Context: an optimization exercise on an open-source flow, tuned for small area. The choices shown serve that exercise and are no tape-out recipe.
The RTL was checked by simulation tests, not by an equivalence proof against the original design.
Power is estimated from default activity; no workload was simulated.

**flow/config.mk**
```make
export PLATFORM = sky130hd
export DESIGN_NAME = CPU_Set
export DESIGN_NICKNAME = CPU_Set
export VERILOG_FILES = /design/flow/design.v
export SDC_FILE = /design/flow/constraint.sdc
export NUM_CORES = 4
export LEC_CHECK = 0
export ABC_AREA = 1
export CAP_MARGIN = 20
export CORE_MARGIN = 2
export CORE_UTILIZATION = 55
export SLEW_MARGIN = 20
```
**flow/constraint.sdc**
```tcl
create_clock -name core_clock -period 10.0 [get_ports {CLK}]
set_input_delay 2.0000 -clock core_clock [delete_from_list [all_inputs] [get_ports {CLK}]]
set_output_delay 2.0000 -clock core_clock [all_outputs]
set_load 0.01 [all_outputs]
```
**flow/design.v**
```verilog
`timescale 1ns / 1ps
module CPU_Set(
    input CLK,
    input reset,
    input [15:0] camera,
    input [15:0] move_command,
    input [15:0] data_out,
    output [23:0] memory_location,
    output reg [15:0] memory_input,
    output reg [127:0] display,
    output reg write_memory
    );
    localparam [4:0] OP_STORE = 5'd1,  OP_ADD = 5'd2,  OP_SUB = 5'd3,  OP_MOVE = 5'd4,
                     OP_SLL = 5'd5,    OP_SRL = 5'd6,  OP_LHI = 5'd7,  OP_LLO = 5'd8,
                     OP_JUMP = 5'd9,   OP_CAM = 5'd11, OP_MVB = 5'd12, OP_BNE = 5'd13,
                     OP_BEQ = 5'd14,   OP_SLT = 5'd15, OP_AND = 5'd16, OP_OR = 5'd17,
                     OP_NOT = 5'd18,   OP_LOAD = 5'd19, OP_LOADL = 5'd20, OP_STOREL = 5'd21;
    reg [15:0] word;
    reg [14:0] pc;
    reg [7:0]  hi;           
    reg [2:0]  rts;          
    reg [1:0]  phase;
    reg        mflag;        
    reg        mready;       
    reg        lstore;       
    reg        addr_word;    
    reg        zero;         
    reg        pload;        
    reg [15:0] P;            
    reg [1:0]  lmode;        
    wire [4:0] op  = word[15:11];
    wire [4:0] dop = data_out[15:11];
    wire ph0 = phase == 2'd0;
    wire ph1 = phase == 2'd1;
    wire ph2 = phase == 2'd2;
    wire ph3 = phase == 2'd3;
    assign memory_location[23:16] = (lmode == 2'd1) ? hi : 8'd0;
    assign memory_location[15:8]  = (lmode == 2'd1) ? word[15:8] :
                                    (lmode == 2'd0) ? {1'b0, pc[14:8]} : 8'd0;
    assign memory_location[7:0]   = (lmode == 2'd1) ? word[7:0] :
                                    (lmode == 2'd0) ? pc[7:0] : hi;
    reg [2:0] ridx;
    always @(*) begin
        case (phase)
            2'd0: ridx = mflag ? rts : data_out[10:8];
            2'd1: ridx = word[7:5];
            default: ridx = word[4:2];
        endcase
    end
    wire [15:0] rdat = display[ridx*16 +: 16];
    wire        inv = op != OP_ADD;
    wire [16:0] sum = {1'b0, P} + {1'b0, rdat ^ {16{inv}}} + {16'd0, inv};
    wire        eq  = sum[15:0] == 16'd0;
    reg [15:0] res;
    always @(*) begin
        case (op)
            OP_ADD, OP_SUB: res = sum[15:0];
            OP_SLT: res = {15'd0, ~sum[16]};
            OP_AND: res = P & rdat;
            OP_OR:  res = P | rdat;
            OP_NOT: res = ~P;
            OP_SLL: res = P << word[4:1];
            OP_SRL: res = P >> word[4:1];
            OP_LHI, OP_LLO: res = {word[7:0], word[7:0]};
            default: res = P;
        endcase
    end
    wire alu_wr = ~addr_word & (op == OP_ADD || op == OP_SUB || op == OP_MOVE || op == OP_SLL ||
                                op == OP_SRL || op == OP_LHI || op == OP_LLO || op == OP_CAM ||
                                op == OP_MVB || op == OP_SLT || op == OP_AND || op == OP_OR ||
                                op == OP_NOT);
    wire [2:0]  wdst = pload ? rts : word[10:8];
    wire [15:0] wdat = pload ? P : res;
    wire wr_hi = ph3 & (pload | (alu_wr & op != OP_LLO));
    wire wr_lo = ph3 & (pload | (alu_wr & op != OP_LHI));
    wire taken_br = ~addr_word & ((op == OP_BNE & ~zero) | (op == OP_BEQ & zero));
    wire is_jump  = ~addr_word & (op == OP_JUMP);
    wire [10:0] ja = is_jump ? word[10:0] : taken_br ? {6'd0, word[4:0]} : 11'd0;
    wire ja_zero = ja == 11'd0;
    wire [9:0] mag = {ja[10:2], ja[1] | ja_zero};
    wire [14:0] pc_next = pc + ({{5{ja[0]}}, mag ^ {10{ja[0]}}}) + {14'd0, ja[0]};
    integer i;
    always @(posedge CLK) begin
        for (i = 0; i < 8; i = i + 1) begin
            if (reset) display[i*16 +: 16] <= 16'd0;
            else begin
                if (wr_hi && wdst == i) display[i*16+8 +: 8] <= wdat[15:8];
                if (wr_lo && wdst == i) display[i*16   +: 8] <= wdat[7:0];
            end
        end
        if (reset) begin
            pc <= 15'd0;
            phase <= 2'd3;
            mflag <= 1'b0;
            mready <= 1'b0;
            lstore <= 1'b1;
            write_memory <= 1'b0;
            memory_input <= 16'd0;
            addr_word <= 1'b1;
            pload <= 1'b0;
            lmode <= 2'd0;
        end else begin
            if (pc > 15'd22) phase <= 2'd0;
            else phase <= phase + 2'd1;
            case (phase)
            2'd0: begin
                word <= data_out;
                P <= rdat;
                if (mflag) begin
                    memory_input <= rdat;
                    mready <= 1'b1;
                end else if (dop == OP_LOADL) begin
                    lmode <= 2'd2;
                    hi <= data_out[7:0];
                    mready <= 1'b1;
                    rts <= data_out[10:8];
                    lstore <= 1'b1;
                end else if (dop == OP_STOREL) begin
                    lmode <= 2'd2;
                    hi <= data_out[7:0];
                    mready <= 1'b1;
                    lstore <= 1'b0;
                    write_memory <= 1'b1;
                    memory_input <= rdat;
                end
            end
            2'd1: begin
                addr_word <= mflag;
                zero <= eq;
                P <= (op == OP_CAM) ? camera : (op == OP_MVB) ? move_command : rdat;
                if (mflag) begin
                    write_memory <= ~lstore;
                    lmode <= 2'd1;
                    mflag <= 1'b0;
                end else begin
                    if (op == OP_LOAD || op == OP_STORE) begin
                        mflag <= 1'b1;
                        lstore <= op == OP_LOAD;
                        rts <= word[10:8];
                        hi <= word[7:0];
                    end
                    if (op == OP_STOREL) write_memory <= 1'b0;
                end
            end
            2'd2: begin
                write_memory <= 1'b0;
                lmode <= 2'd0;
                pc <= pc_next;
                pload <= mready & lstore;
                if (mready & lstore) begin
                    mready <= 1'b0;
                    P <= data_out;
                end
            end
            default: ;
            endcase
        end
    end
endmodule
```
**flow/run.sh**
```bash
#!/bin/bash
# synth_recipe.tcl (not shown) runs the flow's synth.tcl, then flattens the netlist and writes it again
# the make line also repeats each setting of config.mk as NAME=value (left out here)
make -C /OpenROAD-flow-scripts/flow DESIGN_CONFIG=/design/flow/config.mk WORK_HOME=/design/flow/orfs CLKGATE_MAP_FILE= SYNTH_SCRIPT=/design/flow/synth_recipe.tcl finish
```
==> results.cfg <==
[run_status]
status = complete, no violations

[logic_synthesis]
ys_warn_count = 1
yosysTopAreaCell = dfxtp_1
synth.area.top_cells = dfxtp_1 (24%), o21ai_0 (11%), edfxtp_1 (9.4%), nand2_1 (7.8%), a21oi_1 (6.7%)
ys_ff_latch = 213
synth_top_cell_area_share = 0.241
synth_cell_types = 70
syn_area_um2 = 14000
syn_nets = 2059
synth_flop_cell = dfxtp_1
synthCells = 1971
syn_area_per_cell_um2 = 7.12
synth_sequential_area_ratio = 0.335
synthArstFlopShare = 0
synth-edff-count = 44

[grt]
grt.overflow.total = 0
antenna_found_initial = 0
globalRouteTotalUtil = 0.386
grt_max_degree = 115
grt_pass1_vias = 14100
grt_first_pass_wirelength_mm = 80.7

[power]
power_density_nw_per_um2 = 198
ir_drop_mv = 0.172
p_leak_nw = 6.74
p_clk_frac = 0.285
pwr-share-comb = 0.413
internal_power_mw = 1.97
switchingPower_mw = 1.41
power_frac_seq = 0.303
switching_share = 0.417

[setup_path]
cp_max_fo = 75
critical_path.slowest_cell = a41oi_2
worstSetupStartpointType = input port
arrival_ns = 6.99
cp_slowest_stage_delay_ns = 0.55
worstSetupPathType = input port to flop
worstPathRequired_ns = 10.49
end_kind = flop

[floorplanning]
dieArea_um2 = 26800
io_pins = 219
die-height_um = 164
rows = 58
core_um2 = 25100
die_w_um = 164
start_util = 0.559

[sta]
worst_slack_ns = 3.50
final-max-slew-violation-count = 0
tns_ns = 0
period_share = 0.650
max_freq_mhz = 154
worst_clock_skew_ns = 0.0268
setup_violations = 0
timing.slew.headroom = 0.231
whs_ns = 0.498
worst_slew_pin_slew_ns = 1.15
period_needed_ns = 6.50
rsz0062_at_grt = no
hold_viol = 0

[placement]
post_dp_cell_area_um2 = 16200
pre_cts_ws_ns = 3.08
place_congestion = 0.965
port_buffers = 218
hpwl_mm = 38.9

[clocking]
cts.clk_slew.worst_paths_ns = 0.06
cts_tree = built
postCtsHoldBufs = 0
cts_buffers = 25
root_buffer = clkbuf_16
h-tree-depth = 1
cts.repair.resized = 0
clockBufferDepth = 3
insertion_delay_ns = 0.55
post_cts_buffers = 0
clock_sinks = 213

[final_layout]
drive_gt1_frac = 0.109
fin_util = 0.678
final_area_um2 = 17000
diodes = 0
nets = 2208
synthToLayoutAreaGrowth_pct = 21.2

[drt]
via_per_inst = 6.23
vias = 15400
wire_per_inst_um = 21.5
finalWirelength_mm = 53.0
drtAntennaViolNets = 0
drc = 0
dr.pass1.iters = 6
drt_iter0_drc = 2280

[min_path]
hold_class = flop to flop

[flow_run]
maxCapViolCount = 0
==> synthesized netlist by cell type (4+ instances only) <==
library cell and instances:
buf_2 23, nand2_1 290, a21oi_1 188, nand2_2 20
nand3_2 5, a2111oi_0 7, nand3_1 53, inv_1 176
inv_2 15, ha_1 36, o21ai_2 6, nor3_1 10
nand2_4 11, nor4_1 8, xnor2_1 9, o211ai_1 22
nand4_1 8, nor2_1 222, o221ai_1 19, buf_4 12
a22oi_1 11, xor2_1 22, a21oi_2 65, edfxtp_1 44
o2111ai_1 11, or2_2 5, clkbuf_1 57, buf_6 8
o21ai_1 44, o22ai_1 8, o21ai_0 299, nor2_2 21
a31oi_1 4, dfxtp_1 169
==> metrics by stage <==
step,total power [mW],instances
floorplan,1.97,1971
global placement,2.37,2423
detailed placement,2.38,2423
CTS,3.33,2468
global route,3.53,2468
finish,3.38,2468
==> critical path, delay by kind of cell <==
kind / cells / cell delay (ns)
AND/OR/NAND/NOR: 13 / 1.65
AO/OA/AOI/OAI: 7 / 1.59
buffers and inverters: 3 / 1.05
adder cells (fa/ha/maj): 1 / 0.47
XOR/XNOR: 1 / 0.19
==> power by group through the flow <==
| stage | clock, mW | combinational, mW | sequential [mW] |
|---|---|---|---|
| 6_report | 0.961 | 1.39 | 1.02 |
| 4_1_cts | 0.958 | 1.36 | 1.02 |
| 3_3_place_gp | 0 | 1.33 | 1.04 |
| 5_1_grt | 0.990 | 1.51 | 1.03 |
| 3_5_place_dp | 0 | 1.35 | 1.04 |
| 2_1_floorplan | 0 | 0.967 | 1.01 |
==> state kept, by name (all words and copies together) (netlist names) <==
register      count
memory_input     16
zero              1
addr_word         1
hi                8
word             16
pc               15
mflag             1
lstore            1
lmode             2
pload             1
write_memory      1
rts               3
phase             2
display         128
P                16
mready            1
==> final cells by class <==
type | count | area [um^2]
clock buffer | 31 | 698
clock inverter | 14 | 161
fill | 2193 | 8090
inverter | 194 | 737
multi-input combinational | 1456 | 8040
sequential | 213 | 4700
tap | 330 | 413
timing repair buffer | 230 | 2270
==> kinds of logic after synthesis <==
| group | synth area share |
|---|---|
| AO/OA/AOI/OAI | 0.307 |
| AND/OR/NAND/NOR | 0.207 |
| buffers and inverters | 0.0935 |
| flip-flops | 0.335 |
| adder cells (fa/ha/maj) | 0.0349 |
| XOR/XNOR | 0.0205 |
| multiplexers | 0.00214 |
==> worst paths after layout <==
kind	startpoint	to	slack (ns)	depth (start not counted)
worst max-delay path	data_out[8]	display[96]	3.50	25
worst min-delay path	write_memory	write_memory	0.50	2
worst max register to register	word[2]	display[96]	4.34	23
worst min register to register	write_memory	write_memory	0.50	2
==> cell usage in the layout, fill, tap and decap left out, types with 9 or more instances in the layout <==
cell and count:
a21oi_1 188, a21oi_2 65, a22oi_1 11, buf_4 12, clkbuf_16 25, clkdlybuf4s50_1 218
dfxtp_1 169, edfxtp_1 44, ha_1 36, inv_1 175, inv_2 15, nand2_1 290
nand2_2 20, nand2_4 11, nand3_1 53, nor2_1 220, nor2_2 23, nor3_1 10
o2111ai_1 11, o211ai_1 22, o21ai_0 299, o21ai_1 44, o221ai_1 19, xnor2_1 9
xor2_1 22
==> per-layer routing <==
layer / GRT usage / vias up / part of all wire
li1: - / 7057 / -
met1: 0.529 / 7156 / 0.40
met2: 0.617 / 1020 / 0.45
met3: 0.0497 / 138 / 0.10
met4: 0.159 / 0 / 0.043
met5: 0 / - / 0

## afterwards: timing with drivers on the ports
The flow's constraints put no driver on any port. The routed layout listed below was extracted and timed again, unchanged, in two steps. Step 1: set_driving_cell puts a clkbuf_16 on CLK and a buf_2 on each other input, an assumption about the parent block. Step 2 also shifts input and output timing later by t, the mid clock arrival at the registers, as if the neighbouring blocks saw the same clock. Three values: no drivers, after step 1, after step 2; two values: the first two.
shift t [ns]: 0.590
setup slack, ns: 3.495 / 3.521 / 2.931
hold WS [ns]: 0.498 / 0.498 / 0.498
After both steps this run still meets setup and hold. The setup slack of this run moves by +0.026 ns with the drivers and by -0.564 ns with both steps.
